This is an optimization exercise on Yosys and OpenROAD, whose aim is small area, not a production implementation.
The RTL was checked by simulation tests, not by an equivalence proof against the original design.
Power and IR drop assume default switching activity.

## conv_window
module conv_window #(
    parameter DATA_WIDTH = 16,
    parameter IMG_WIDTH  = 64
)(
    input  wire                  clk,
    input  wire                  rst_n,
    input  wire [DATA_WIDTH-1:0] pixel_in,
    input  wire                  valid_in,
    output wire [DATA_WIDTH-1:0] w00, w01, w02,
    output wire [DATA_WIDTH-1:0] w10, w11, w12,
    output wire [DATA_WIDTH-1:0] w20, w21, w22,
    output wire                  valid_out
);
For scale: about 160 I/O pins.
export LEC_CHECK = 0
export CAP_MARGIN = 30
export CORE_MARGIN = 2
export CORE_UTILIZATION = 75
export SLEW_MARGIN = 30
create_clock -name core_clock -period 7.0 [get_ports {clk}]
standard.sh (not shown) runs the stock make flow with config.mk's settings and CLKGATE_MAP_FILE= SYNTH_SCRIPT=/design/flow/synth_recipe.tcl, a recipe that flattens the netlist after the stock synthesis.
==> flow/flow/run.sh <==
#!/bin/bash
# Standard layout, with two changes: port buffers use the smallest buffer,
# and clock tree synthesis gets explicit clustering and no dummy loads.
set -euo pipefail
export BUFFER_PORTS_ARGS="-buffer_cell sky130_fd_sc_hd__buf_1"
export CTS_ARGS="-sink_clustering_enable -repair_clock_nets -sink_clustering_size 12 -sink_clustering_max_diameter 35 -buf_list sky130_fd_sc_hd__clkbuf_4 -dont_use_dummy_load"

bash standard.sh finish > standard.log 2>&1
Rerun with:
Settings changed: CORE_UTILIZATION 75 to 70.
Effect: The new run completed without violations; synthesized cell count is unchanged; power barely changes; setup slack is better by 0.48 ns; die area grows by 7.0%; sequential power barely changes; area after synthesis is unchanged; count of clock-buffer cells in the layout rose by 1; wire length decreases by 1.1%.
Rerun with:
Settings changed: CAP_MARGIN 30 to 10, SLEW_MARGIN 30 to 10.
Outcome:
- power barely changes
- combinational power stays flat
- via count came out lower slightly
- cell area is about the same
- die area does not change
- final cell count stays flat

---

conv_window, a different RTL version from the one above (not shown whole).
Size: roughly 2100 flip-flops, roughly 160 I/O pins, roughly 0.063 sq mm of cells after synthesis.
export LEC_CHECK = 0
export CAP_MARGIN = 30
export CORE_MARGIN = 2
export CORE_UTILIZATION = 80
export SLEW_MARGIN = 30
create_clock -name core_clock -period 7.0 [get_ports {clk}]
Scripts as last shown in full above: flow/flow/run.sh
The baseline never finished: it broke off in detailed placement (DPL-0033).
Change:
==> flow/run.sh (new file) <==
#!/bin/bash
# synth_recipe.tcl (not shown) runs the flow's synth.tcl, then flattens the netlist and writes it again
# the make line also repeats each setting of config.mk as NAME=value (left out here)
make -C /OpenROAD-flow-scripts/flow DESIGN_CONFIG=/design/flow/config.mk WORK_HOME=/design/flow/orfs CLKGATE_MAP_FILE= SYNTH_SCRIPT=/design/flow/synth_recipe.tcl finish
--- a/flow/config.mk
+++ b/flow/config.mk
@@ -9,3 +9,6 @@
 export CORE_MARGIN = 2
-export CORE_UTILIZATION = 80
+export CORE_UTILIZATION = 70
+export CTS_BUF_LIST = sky130_fd_sc_hd__clkbuf_8
+export CTS_CLUSTER_DIAMETER = 50
+export CTS_CLUSTER_SIZE = 24
 export SLEW_MARGIN = 30
removed: flow/flow/run.sh
removed: flow/standard.sh
The new run completed with no timing, DRC or antenna violations.
Synthesized area does not change.
Synthesized cell count stays the same.
Change:
--- a/flow/config.mk
+++ b/flow/config.mk
@@ -9,6 +9,4 @@
 export CORE_MARGIN = 2
-export CORE_UTILIZATION = 70
+export CORE_UTILIZATION = 40
 export CTS_BUF_LIST = sky130_fd_sc_hd__clkbuf_8
-export CTS_CLUSTER_DIAMETER = 50
-export CTS_CLUSTER_SIZE = 24
 export SLEW_MARGIN = 30
Result: The changed run passed the timing, DRC and antenna checks. First-iteration DRC count is unchanged. Power goes up by about 15%. Worst hold slack loses 9.4 ps. Synthesized area stays the same. Cell count goes up by about 33%. Setup slack loses 120 ps.
Change:
==> flow/flow/run.sh (new file) <==
#!/bin/bash
# Standard layout, with two changes: port buffers use the smallest buffer,
# and clock tree synthesis gets explicit clustering and no dummy loads.
set -euo pipefail
export BUFFER_PORTS_ARGS="-buffer_cell sky130_fd_sc_hd__buf_1"
export CTS_ARGS="-sink_clustering_enable -repair_clock_nets -sink_clustering_size 12 -sink_clustering_max_diameter 35 -buf_list sky130_fd_sc_hd__clkbuf_4 -dont_use_dummy_load"

bash standard.sh finish > standard.log 2>&1
==> flow/standard.sh (new file) <==
#!/bin/bash
# synth_recipe.tcl (not shown) runs the flow's synth.tcl, then flattens the netlist and writes it again
# the make line also repeats each setting of config.mk as NAME=value (left out here)
make -C /OpenROAD-flow-scripts/flow DESIGN_CONFIG=/design/flow/config.mk WORK_HOME=/design/flow/orfs CLKGATE_MAP_FILE= SYNTH_SCRIPT=/design/flow/synth_recipe.tcl "${@:-finish}"
--- a/flow/config.mk
+++ b/flow/config.mk
@@ -9,4 +9,3 @@
 export CORE_MARGIN = 2
-export CORE_UTILIZATION = 40
-export CTS_BUF_LIST = sky130_fd_sc_hd__clkbuf_8
+export CORE_UTILIZATION = 70
 export SLEW_MARGIN = 30
removed: flow/run.sh
The new run completed without violations; worst setup slack improves by 200 ps; fmax came out higher by 6.2%; die area shrinks by 42%; global-route usage rose by 5.2 points; clock-buffer cell count drops by 136; utilization goes up by 28 points; cell area falls by 9.0%; register-to-register slack is worse by 20 ps; first-iteration DRC count fell by 10%; power decreases by 20%.

---

The RTL this note starts from:
==> flow/design.v <==
`timescale 1ns / 1ps
module line_buffer #(
    parameter DATA_WIDTH = 16,
    parameter IMG_WIDTH  = 64
)(
    input  wire                  clk,
    input  wire [DATA_WIDTH-1:0] pixel_in,
    input  wire                  valid_in,
    output wire [DATA_WIDTH-1:0] w01, w02,
    output wire [DATA_WIDTH-1:0] w10, w11, w12,
    output wire [DATA_WIDTH-1:0] w20, w21, w22,
    output wire [DATA_WIDTH-1:0] tap_last      
);
    localparam DEPTH = 2*IMG_WIDTH + 2;
    reg [DATA_WIDTH-1:0] sr [0:DEPTH-1];
    integer k;
    always @(posedge clk) begin
        if (valid_in) begin
            sr[0] <= pixel_in;
            for (k = 1; k < DEPTH; k = k + 1)
                sr[k] <= sr[k-1];
        end
    end
    assign w22 = sr[0];
    assign w21 = sr[1];
    assign w20 = sr[2];
    assign w12 = sr[IMG_WIDTH];
    assign w11 = sr[IMG_WIDTH+1];
    assign w10 = sr[IMG_WIDTH+2];
    assign w02 = sr[2*IMG_WIDTH];
    assign w01 = sr[2*IMG_WIDTH+1];
    assign tap_last = sr[2*IMG_WIDTH+1];
endmodule
`timescale 1ns / 1ps
module sliding_window #(
    parameter DATA_WIDTH = 16,
    parameter IMG_WIDTH  = 64
)(
    input  wire                  clk,
    input  wire                  rst_n,
    input  wire                  valid_in,
    input  wire [DATA_WIDTH-1:0] tap_last,
    output reg  [DATA_WIDTH-1:0] w00,
    output reg                   valid_out
);
    localparam FIRST = 2*IMG_WIDTH + 2;    
    reg [7:0] cnt;
    wire      full = (cnt == FIRST);
    always @(posedge clk)
        w00 <= tap_last;
    always @(posedge clk or negedge rst_n) begin
        if (!rst_n) begin
            cnt       <= 0;
            valid_out <= 0;
        end else begin
            if (valid_in && !full)
                cnt <= cnt + 1'b1;
            valid_out <= valid_in && full;
        end
    end
endmodule
`timescale 1ns / 1ps
module conv_window #(
    parameter DATA_WIDTH = 16,
    parameter IMG_WIDTH  = 64
)(
    input  wire                  clk,
    input  wire                  rst_n,
    input  wire [DATA_WIDTH-1:0] pixel_in,
    input  wire                  valid_in,
    output wire [DATA_WIDTH-1:0] w00, w01, w02,
    output wire [DATA_WIDTH-1:0] w10, w11, w12,
    output wire [DATA_WIDTH-1:0] w20, w21, w22,
    output wire                  valid_out
);
    wire [DATA_WIDTH-1:0] tap_last;
    line_buffer #(
        .DATA_WIDTH(DATA_WIDTH),
        .IMG_WIDTH (IMG_WIDTH)
    ) u_lb (
        .clk      (clk),
        .pixel_in (pixel_in),
        .valid_in (valid_in),
        .w01(w01), .w02(w02),
        .w10(w10), .w11(w11), .w12(w12),
        .w20(w20), .w21(w21), .w22(w22),
        .tap_last (tap_last)
    );
    sliding_window #(
        .DATA_WIDTH(DATA_WIDTH),
        .IMG_WIDTH (IMG_WIDTH)
    ) u_sw (
        .clk      (clk),
        .rst_n    (rst_n),
        .valid_in (valid_in),
        .tap_last (tap_last),
        .w00      (w00),
        .valid_out(valid_out)
    );
endmodule
export LEC_CHECK = 0
export CAP_MARGIN = 30
export CORE_MARGIN = 2
export CORE_UTILIZATION = 70
export SLEW_MARGIN = 30
create_clock -name core_clock -period 7.0 [get_ports {clk}]
==> flow/flow/run.sh <==
#!/bin/bash
# Standard layout, with two changes: port buffers use the smallest buffer,
# and clock tree synthesis gets explicit clustering and no dummy loads.
set -euo pipefail
export BUFFER_PORTS_ARGS="-buffer_cell sky130_fd_sc_hd__buf_1"
export CTS_ARGS="-sink_clustering_enable -repair_clock_nets -sink_clustering_size 32 -sink_clustering_max_diameter 50 -buf_list sky130_fd_sc_hd__clkbuf_16 -dont_use_dummy_load"

bash standard.sh finish > standard.log 2>&1
Next try:
==> flow/run.sh (new file) <==
#!/bin/bash
# synth_recipe.tcl (not shown) runs the flow's synth.tcl, then flattens the netlist and writes it again
# the make line also repeats each setting of config.mk as NAME=value (left out here)
make -C /OpenROAD-flow-scripts/flow DESIGN_CONFIG=/design/flow/config.mk WORK_HOME=/design/flow/orfs CLKGATE_MAP_FILE= SYNTH_SCRIPT=/design/flow/synth_recipe.tcl finish
- CORE_UTILIZATION: 70 -> 40
- CTS_BUF_LIST: default -> sky130_fd_sc_hd__clkbuf_8
- CTS_CLUSTER_DIAMETER: default -> 60
- CTS_CLUSTER_SIZE: default -> 20
removed: flow/flow/run.sh
removed: flow/standard.sh
Clock skew rises by 0.0045 ns.
Hold slack loses 0.0041 ns.
Die area rises by well over a third.
Cell area rises by a few percent.
Next try:
- CTS_BUF_LIST: sky130_fd_sc_hd__clkbuf_8 -> sky130_fd_sc_hd__clkbuf_16
- CTS_CLUSTER_SIZE: 20 -> 35
The new run finished clean.
Worst hold slack improves by 0.0059 ns.
Global-route usage hardly moves.
Final cell count stays flat.
Design area went up by 2.4%.
Core utilization goes up by 1.1 points.
Total power went up by 9.4%.
Worst setup slack gets better by 0.087 ns.
Synthesized cell count does not change.
Wire length came out lower by 0.40%.
Fmax is higher by 2.6%.
Area after synthesis stays the same.
Next try:
==> flow/flow/run.sh (new file) <==
#!/bin/bash
# Standard layout, with two changes: port buffers use the smallest buffer,
# and clock tree synthesis gets explicit clustering and no dummy loads.
set -euo pipefail
export BUFFER_PORTS_ARGS="-buffer_cell sky130_fd_sc_hd__buf_1"
export CTS_ARGS="-sink_clustering_enable -repair_clock_nets -sink_clustering_size 20 -sink_clustering_max_diameter 45 -buf_list sky130_fd_sc_hd__clkbuf_8 -dont_use_dummy_load"

bash standard.sh finish > standard.log 2>&1
==> flow/standard.sh (new file) <==
#!/bin/bash
# synth_recipe.tcl (not shown) runs the flow's synth.tcl, then flattens the netlist and writes it again
# the make line also repeats each setting of config.mk as NAME=value (left out here)
make -C /OpenROAD-flow-scripts/flow DESIGN_CONFIG=/design/flow/config.mk WORK_HOME=/design/flow/orfs CLKGATE_MAP_FILE= SYNTH_SCRIPT=/design/flow/synth_recipe.tcl "${@:-finish}"
- CORE_UTILIZATION: 40 -> 70
- CTS_BUF_LIST: sky130_fd_sc_hd__clkbuf_16 -> default
- CTS_CLUSTER_DIAMETER: 60 -> default
- CTS_CLUSTER_SIZE: 35 -> default
removed: flow/run.sh
Cell area went down by 6.8%.
Die area shrinks by 42%.
Setup slack gets better by 0.30 ns.
Next try:
==> flow/run.sh (new file) <==
#!/bin/bash
# synth_recipe.tcl (not shown) runs the flow's synth.tcl, then flattens the netlist and writes it again
# the make line also repeats each setting of config.mk as NAME=value (left out here)
make -C /OpenROAD-flow-scripts/flow DESIGN_CONFIG=/design/flow/config.mk WORK_HOME=/design/flow/orfs CLKGATE_MAP_FILE= SYNTH_SCRIPT=/design/flow/synth_recipe.tcl finish
- CAP_MARGIN: 30 -> 0
- CTS_BUF_LIST: default -> sky130_fd_sc_hd__clkbuf_8
- CTS_CLUSTER_DIAMETER: default -> 50
- CTS_CLUSTER_SIZE: default -> 24
- SLEW_MARGIN: 30 -> 0
removed: flow/flow/run.sh
removed: flow/standard.sh
Result: Final area increases by about 3%; synthesized cell count does not change; setup slack loses 0.33 ns; combinational power increases by 22%; clock power increases by 20%; sequential share of layout area decreases by 2.6 points; global-route usage increases by 0.13 points; wire length increases by about 1.6%.

## static timing again, ports no longer ideal
In the flow no input, the clock included, has a driving cell. The finished layouts below were timed again as built, in two steps.
Step 1, drivers: a clkbuf_16 drives clk and a buf_2 each remaining input, both assumed.
Step 2, shift: input delay + t, output delay - t, t = (earliest + latest rising clock arrival at the registers) / 2. This alone moves slack from input paths to output paths.
Slacks: ideal ports / drivers / drivers and shift; pairs: ideal ports / drivers.
| run | t, ns | slack for setup (ns) | worst data-port slew with drivers (ns) |
|---|---|---|---|
| the first run of note 1 | 1.049 | 3.437 / 3.437 / 3.082 | 0.07 |
| the second run of note 1 | 1.073 | 3.914 / 3.850 / 3.340 | 0.04 |
| the third run of note 1 | 1.056 | 3.724 / 3.724 / 3.370 | 0.04 |
| the second run of note 2 | 0.869 | 3.672 / 3.608 / 3.343 | 0.08 |
| the third run of note 2 | 1.017 | 3.549 / 3.482 / 3.267 | 0.08 |
| the fourth run of note 2 | 1.115 | 3.750 / 3.683 / 3.393 | 0.05 |
| the first run of note 3 | 0.772 | 4.113 / 4.045 / 3.389 | 0.05 |
| the second run of note 3 | 0.911 | 3.627 / 3.559 / 3.316 | 0.08 |
| the third run of note 3 | 0.826 | 3.714 / 3.644 / 3.309 | 0.08 |
| the fourth run of note 3 | 0.855 | 4.010 / 3.949 / 3.380 | 0.06 |
| the fifth run of note 3 | 0.867 | 3.682 / 3.614 / 3.334 | 0.08 |
After both steps setup and hold are still met in every run listed. For the first run of note 3, which loses most, drivers alone change the setup slack by -0.068 ns; drivers and shift together by -0.724 ns.
